Source: an optimization exercise on an open RTL-to-GDS flow (aim: small area, a short achievable clock period and few clock cycles). Production flows keep margins and buffers that such runs may drop. No activity file was given, so power comes from the tool's default toggle rates.

juniper:
==> flow/design.v <==
`default_nettype none
module sdram_controller (
    input  wire        clk,
    input  wire        rst,
    input  wire        req,
    input  wire        we,
    input  wire [3:0]  sel,
    input  wire [22:0] adr,
    input  wire [31:0] dat_i,
    output wire        ack,
    output wire [31:0] dat_o,
    output wire        sdram_cke,
    output wire        sdram_cs_n,
    output wire        sdram_ras_n,
    output wire        sdram_cas_n,
    output wire        sdram_we_n,
    output wire [3:0]  sdram_dqm,
    output wire [1:0]  sdram_ba,
    output wire [12:0] sdram_a,
    input  wire [31:0] sdram_dqi,
    output wire [31:0] sdram_dqo
);
    localparam [3:0] CMD_NOP       = 4'b0111;
    localparam [3:0] CMD_ACTIVE    = 4'b0011;
    localparam [3:0] CMD_READ      = 4'b0101;
    localparam [3:0] CMD_WRITE     = 4'b0100;
    localparam [3:0] CMD_PRECHARGE = 4'b0010;
    localparam [3:0] CMD_REFRESH   = 4'b0001;
    localparam [9:0] REF_AT = 10'd760;
    reg  [3:0]  cmd_q;
    reg  [1:0]  ba_q;
    reg  [12:0] a_q;
    reg  [31:0] dqo_q;
    reg  [3:0]  dqm_q;
    reg  [3:0]  open_q;
    reg  [12:0] row_q [0:3];
    reg  [2:0]  tact_q [0:3];    
    reg  [2:0]  tref_q;          
    reg  [9:0]  rcnt_q;
    reg         rreq_q;
    reg         av_q, bv_q;
    reg  [11:0] atag_q, btag_q;
    reg         rpend_q;                    
    reg         eon_q;
    reg  [11:0] p0_q, p1_q;                 
    reg  [5:0]  d0_q, d1_q;                 
    reg  [11:0] h1n_q;                      
    reg  [9:0]  h2_q;                       
    reg         hseq_q;                     
    reg  [1:0]  hcnt_q;
    integer i;
    wire rd = req & ~we;
    wire wr = req & we;
    wire [1:0]  xb = adr[13:12];
    wire [12:0] xr = {adr[1:0], adr[22:14]};
    wire [1:0]  pb = p0_q[11:10];
    wire last_act = (cmd_q == CMD_ACTIVE);
    wire last_pre = (cmd_q == CMD_PRECHARGE);
    wire last_wr  = (cmd_q == CMD_WRITE);
    reg [3:0] rw_ok, pre_ok, act_ok, row_hit_x;
    reg       all_pre_ok, ref_ok;
    always @* begin
        all_pre_ok = ~last_wr;
        ref_ok = (tref_q == 3'd7) & ~last_pre & ~(|open_q);
        for (i = 0; i < 4; i = i + 1) begin
            rw_ok[i]  = open_q[i] & (tact_q[i] >= 3'd2);
            pre_ok[i] = (tact_q[i] >= 3'd5) & ~(last_wr & ba_q == i);
            act_ok[i] = (tact_q[i] == 3'd7) & ~last_pre & ~last_act & (tref_q == 3'd7);
            row_hit_x[i] = (row_q[i] == xr);
            if (open_q[i] && tact_q[i] < 3'd5)
                all_pre_ok = 1'b0;
        end
    end
    wire x_rowok = open_q[xb] & row_hit_x[xb];
    wire hit_b   = bv_q & (adr[13:2] == btag_q) & row_hit_x[xb];
    wire       col_eq = (adr[11:2] == btag_q[9:0]);
    reg  [3:0] ack_b;
    always @* begin
        for (i = 0; i < 4; i = i + 1)
            ack_b[i] = (xb == i) & row_hit_x[i] &
                       ((rd & col_eq & bv_q & (btag_q[11:10] == i)) |
                        (wr & rw_ok[i] & ~rreq_q));
    end
    wire x_go    = rw_ok[xb] & row_hit_x[xb] & ~rreq_q;
    wire p_go    = eon_q & rw_ok[pb] & ~rreq_q;
    wire wr_acc = wr & x_go;
    wire rd_ack = rd & hit_b;
    wire miss   = rd & ~hit_b & ~rpend_q;
    assign ack = |ack_b;
    assign dat_o = sdram_dqi;
    reg  [3:0]  cmd_d;
    reg  [1:0]  ba_d;
    reg  [12:0] a_d;
    reg         do_act, do_pre, do_pre_all, do_ref, dir_rd, spec_rd;
    always @* begin
        cmd_d = CMD_NOP;
        ba_d = xb;
        a_d = {3'b000, adr[11:2]};
        do_act = 1'b0;
        do_pre = 1'b0;
        do_pre_all = 1'b0;
        do_ref = 1'b0;
        dir_rd = 1'b0;
        spec_rd = 1'b0;
        if (rreq_q) begin
            a_d[10] = 1'b1;
            if (|open_q) begin
                if (all_pre_ok) begin
                    cmd_d = CMD_PRECHARGE;
                    do_pre_all = 1'b1;
                end
            end else if (ref_ok) begin
                cmd_d = CMD_REFRESH;
                do_ref = 1'b1;
            end
        end else if (wr | miss) begin
            if (x_rowok) begin
                if (x_go) begin
                    cmd_d = wr ? CMD_WRITE : CMD_READ;
                    dir_rd = rd;
                end
            end else if (open_q[xb]) begin
                if (pre_ok[xb]) begin
                    cmd_d = CMD_PRECHARGE;
                    do_pre = 1'b1;
                end
            end else if (act_ok[xb]) begin
                cmd_d = CMD_ACTIVE;
                a_d = xr;
                do_act = 1'b1;
            end
        end else if (p_go) begin
            cmd_d = CMD_READ;
            ba_d = pb;
            a_d = {3'b000, p0_q[9:0]};
            spec_rd = 1'b1;
        end
    end
    assign sdram_cke = 1'b1;
    assign {sdram_cs_n, sdram_ras_n, sdram_cas_n, sdram_we_n} = cmd_q;
    assign sdram_ba = ba_q;
    assign sdram_a = a_q;
    assign sdram_dqo = dqo_q;
    assign sdram_dqm = dqm_q;
    wire        dual = (hcnt_q == 2'd3) & hseq_q & (adr[11:2] != h1n_q[9:0]);
    wire [9:0]  t_dx = adr[11:2] - h2_q;
    wire [9:0]  t_2x = {adr[10:2], 1'b0} - h2_q;    
    wire [11:0] t_p0 = dual ? h1n_q : {adr[13:12], adr[11:2] + 10'd1};
    wire [11:0] t_p1 = {adr[13:12], dual ? t_2x : adr[11:2] + 10'd2};
    wire [5:0]  t_d0 = dual ? 6'd1 : 6'd2;
    wire [5:0]  t_d1 = dual ? t_dx[5:0] : 6'd2;
    always @(posedge clk) begin
        if (rst) begin
            cmd_q <= CMD_NOP;
            open_q <= 4'd0;
            for (i = 0; i < 4; i = i + 1)
                tact_q[i] <= 3'd7;
            tref_q <= 3'd7;
            rcnt_q <= 10'd0;
            rreq_q <= 1'b0;
            av_q <= 1'b0;
            bv_q <= 1'b0;
            rpend_q <= 1'b0;
            eon_q <= 1'b0;
            hcnt_q <= 2'd0;
        end else begin
            cmd_q <= cmd_d;
            for (i = 0; i < 4; i = i + 1)
                if (tact_q[i] != 3'd7) tact_q[i] <= tact_q[i] + 3'd1;
            if (tref_q != 3'd7) tref_q <= tref_q + 3'd1;
            if (do_act) begin
                open_q[xb] <= 1'b1;
                tact_q[xb] <= 3'd1;
            end
            if (do_pre)
                open_q[xb] <= 1'b0;
            if (do_pre_all)
                open_q <= 4'd0;
            if (do_ref) begin
                tref_q <= 3'd1;
                rcnt_q <= 10'd0;
                rreq_q <= 1'b0;
            end else begin
                rcnt_q <= rcnt_q + 10'd1;
                if (rcnt_q == REF_AT)
                    rreq_q <= 1'b1;
            end
            av_q <= (cmd_q == CMD_READ) & ~wr_acc;
            bv_q <= av_q & ~wr_acc;
            rpend_q <= (rpend_q | dir_rd) & ~rd_ack & ~wr_acc;
            if (wr_acc) begin
                eon_q <= 1'b0;
                hcnt_q <= 2'd0;
            end else if (dir_rd)
                eon_q <= 1'b1;
            if (rd_ack && hcnt_q != 2'd3)
                hcnt_q <= hcnt_q + 2'd1;
        end
        ba_q <= ba_d;
        a_q <= a_d;
        dqo_q <= dat_i;
        dqm_q <= ~sel;
        if (do_act)
            row_q[xb] <= xr;
        atag_q <= {ba_q, a_q[9:0]};
        btag_q <= atag_q;
        if (dir_rd) begin
            p0_q <= t_p0;
            p1_q <= t_p1;
            d0_q <= t_d0;
            d1_q <= t_d1;
        end else if (spec_rd) begin
            p0_q <= p1_q;
            p1_q <= {p0_q[11:10], p0_q[9:0] + {4'd0, d0_q}};
            d0_q <= d1_q;
            d1_q <= d0_q;
        end
        if (rd_ack) begin
            h1n_q <= {adr[13:12], adr[11:2] + 10'd1};
            h2_q <= h1n_q[9:0] - 10'd1;
            hseq_q <= (adr[11:2] == h2_q + 10'd1);
        end
    end
endmodule
`default_nettype wire
`default_nettype none
module user_proj_sdram (
    input  wire        wb_clk_i,
    input  wire        wb_rst_i,
    input  wire        wbs_stb_i,
    input  wire        wbs_cyc_i,
    input  wire        wbs_we_i,
    input  wire [3:0]  wbs_sel_i,
    input  wire [31:0] wbs_dat_i,
    input  wire [31:0] wbs_adr_i,
    output wire        wbs_ack_o,
    output wire [31:0] wbs_dat_o,
    output wire        sdram_cke,
    output wire        sdram_cs_n,
    output wire        sdram_ras_n,
    output wire        sdram_cas_n,
    output wire        sdram_we_n,
    output wire [3:0]  sdram_dqm,
    output wire [1:0]  sdram_ba,
    output wire [12:0] sdram_a,
    input  wire [31:0] sdram_dqi,
    output wire [31:0] sdram_dqo
);
    sdram_controller u_ctrl (
        .clk      (wb_clk_i),
        .rst      (wb_rst_i),
        .req      (wbs_stb_i & wbs_cyc_i),
        .we       (wbs_we_i),
        .sel      (wbs_sel_i),
        .adr      (wbs_adr_i[22:0]),
        .dat_i    (wbs_dat_i),
        .ack      (wbs_ack_o),
        .dat_o    (wbs_dat_o),
        .sdram_cke(sdram_cke),
        .sdram_cs_n(sdram_cs_n),
        .sdram_ras_n(sdram_ras_n),
        .sdram_cas_n(sdram_cas_n),
        .sdram_we_n(sdram_we_n),
        .sdram_dqm(sdram_dqm),
        .sdram_ba (sdram_ba),
        .sdram_a  (sdram_a),
        .sdram_dqi(sdram_dqi),
        .sdram_dqo(sdram_dqo)
    );
endmodule
`default_nettype wire
Settings: LEC_CHECK=0, ABC_AREA=1, CAP_MARGIN=20, CORE_MARGIN=2, CORE_UTILIZATION=40, SETUP_SLACK_MARGIN=1.5, SLEW_MARGIN=20; clock period 4.5 ns.
run.sh (not shown) runs the stock make flow with config.mk's settings and CLKGATE_MAP_FILE= SYNTH_SCRIPT=/design/flow/synth_recipe.tcl, a recipe that flattens the netlist after the stock synthesis.
juniper: all stages complete, timing, DRC and antenna checks passed
What cedar does differently from juniper at the input level:
==> flow/flow/run.sh (new file) <==
#!/bin/bash
# Standard layout, with the smallest buffer on the ports (buffer_ports
# otherwise picks clkdlybuf4s50_1); timing repair still sizes them up where
# needed. Each tool writes its own log under orfs/logs; make's output goes
# to flow_make.log.
set -euo pipefail
export BUFFER_PORTS_ARGS="-buffer_cell sky130_fd_sc_hd__buf_1"
bash standard.sh > flow_make.log 2>&1
==> flow/standard.sh (new file) <==
#!/bin/bash
# synth_recipe.tcl (not shown) runs the flow's synth.tcl, then flattens the netlist and writes it again
# the make line also repeats each setting of config.mk as NAME=value (left out here)
make -C /OpenROAD-flow-scripts/flow DESIGN_CONFIG=/design/flow/config.mk WORK_HOME=/design/flow/orfs CLKGATE_MAP_FILE= SYNTH_SCRIPT=/design/flow/synth_recipe.tcl "${@:-finish}"
removed: flow/run.sh
Notes after the runs:
Global-route wire length before repair across cedar and juniper: no real change. [diff] cell leakage power, cedar relative to juniper: improvement. From juniper to cedar the numbers moved as follows: worst reg-to-reg setup slack rose 0.10 ns; sequential share of layout area went up; vertical die dimension now sits at about the same level. Compared with juniper, filler-free cell count of the finished design in cedar decreased slightly. In cedar relative to juniper, maximum clock frequency had gone down slightly. For cedar and juniper, there was not a single run that failed to finish clean.
Function was not checked in any run of this note: the RTL went through the layout flow alone.

## afterwards: timing with drivers on the ports
How much do the figures lean on ideal ports? The routed layouts below were timed once more, with nothing changed but the port constraints.
Step 1 (the two cells are an assumption about what drives the block):
set clk [get_ports {wb_clk_i}]
set_driving_cell -lib_cell sky130_fd_sc_hd__clkbuf_16 $clk
set_driving_cell -lib_cell sky130_fd_sc_hd__buf_2 [delete_from_list [all_inputs] $clk]
Step 2 also shifts input and output timing later by t, the mid clock arrival at the registers, as if the neighbouring blocks saw the same clock.
a / b / c = ideal / step 1 / step 2; a / b = the first two.
run	t (ns)	slack for setup (ns)	hold WS [ns]
juniper	0.550	1.266 / 1.243 / 0.981	0.322 / 0.322 / 0.322
cedar	0.556	1.220 / 1.160 / 1.109	0.323 / 0.323 / 0.323
After both steps setup and hold are still met in every run listed. For juniper, which loses most, drivers alone change the setup slack by -0.023 ns; drivers and shift together by -0.285 ns.
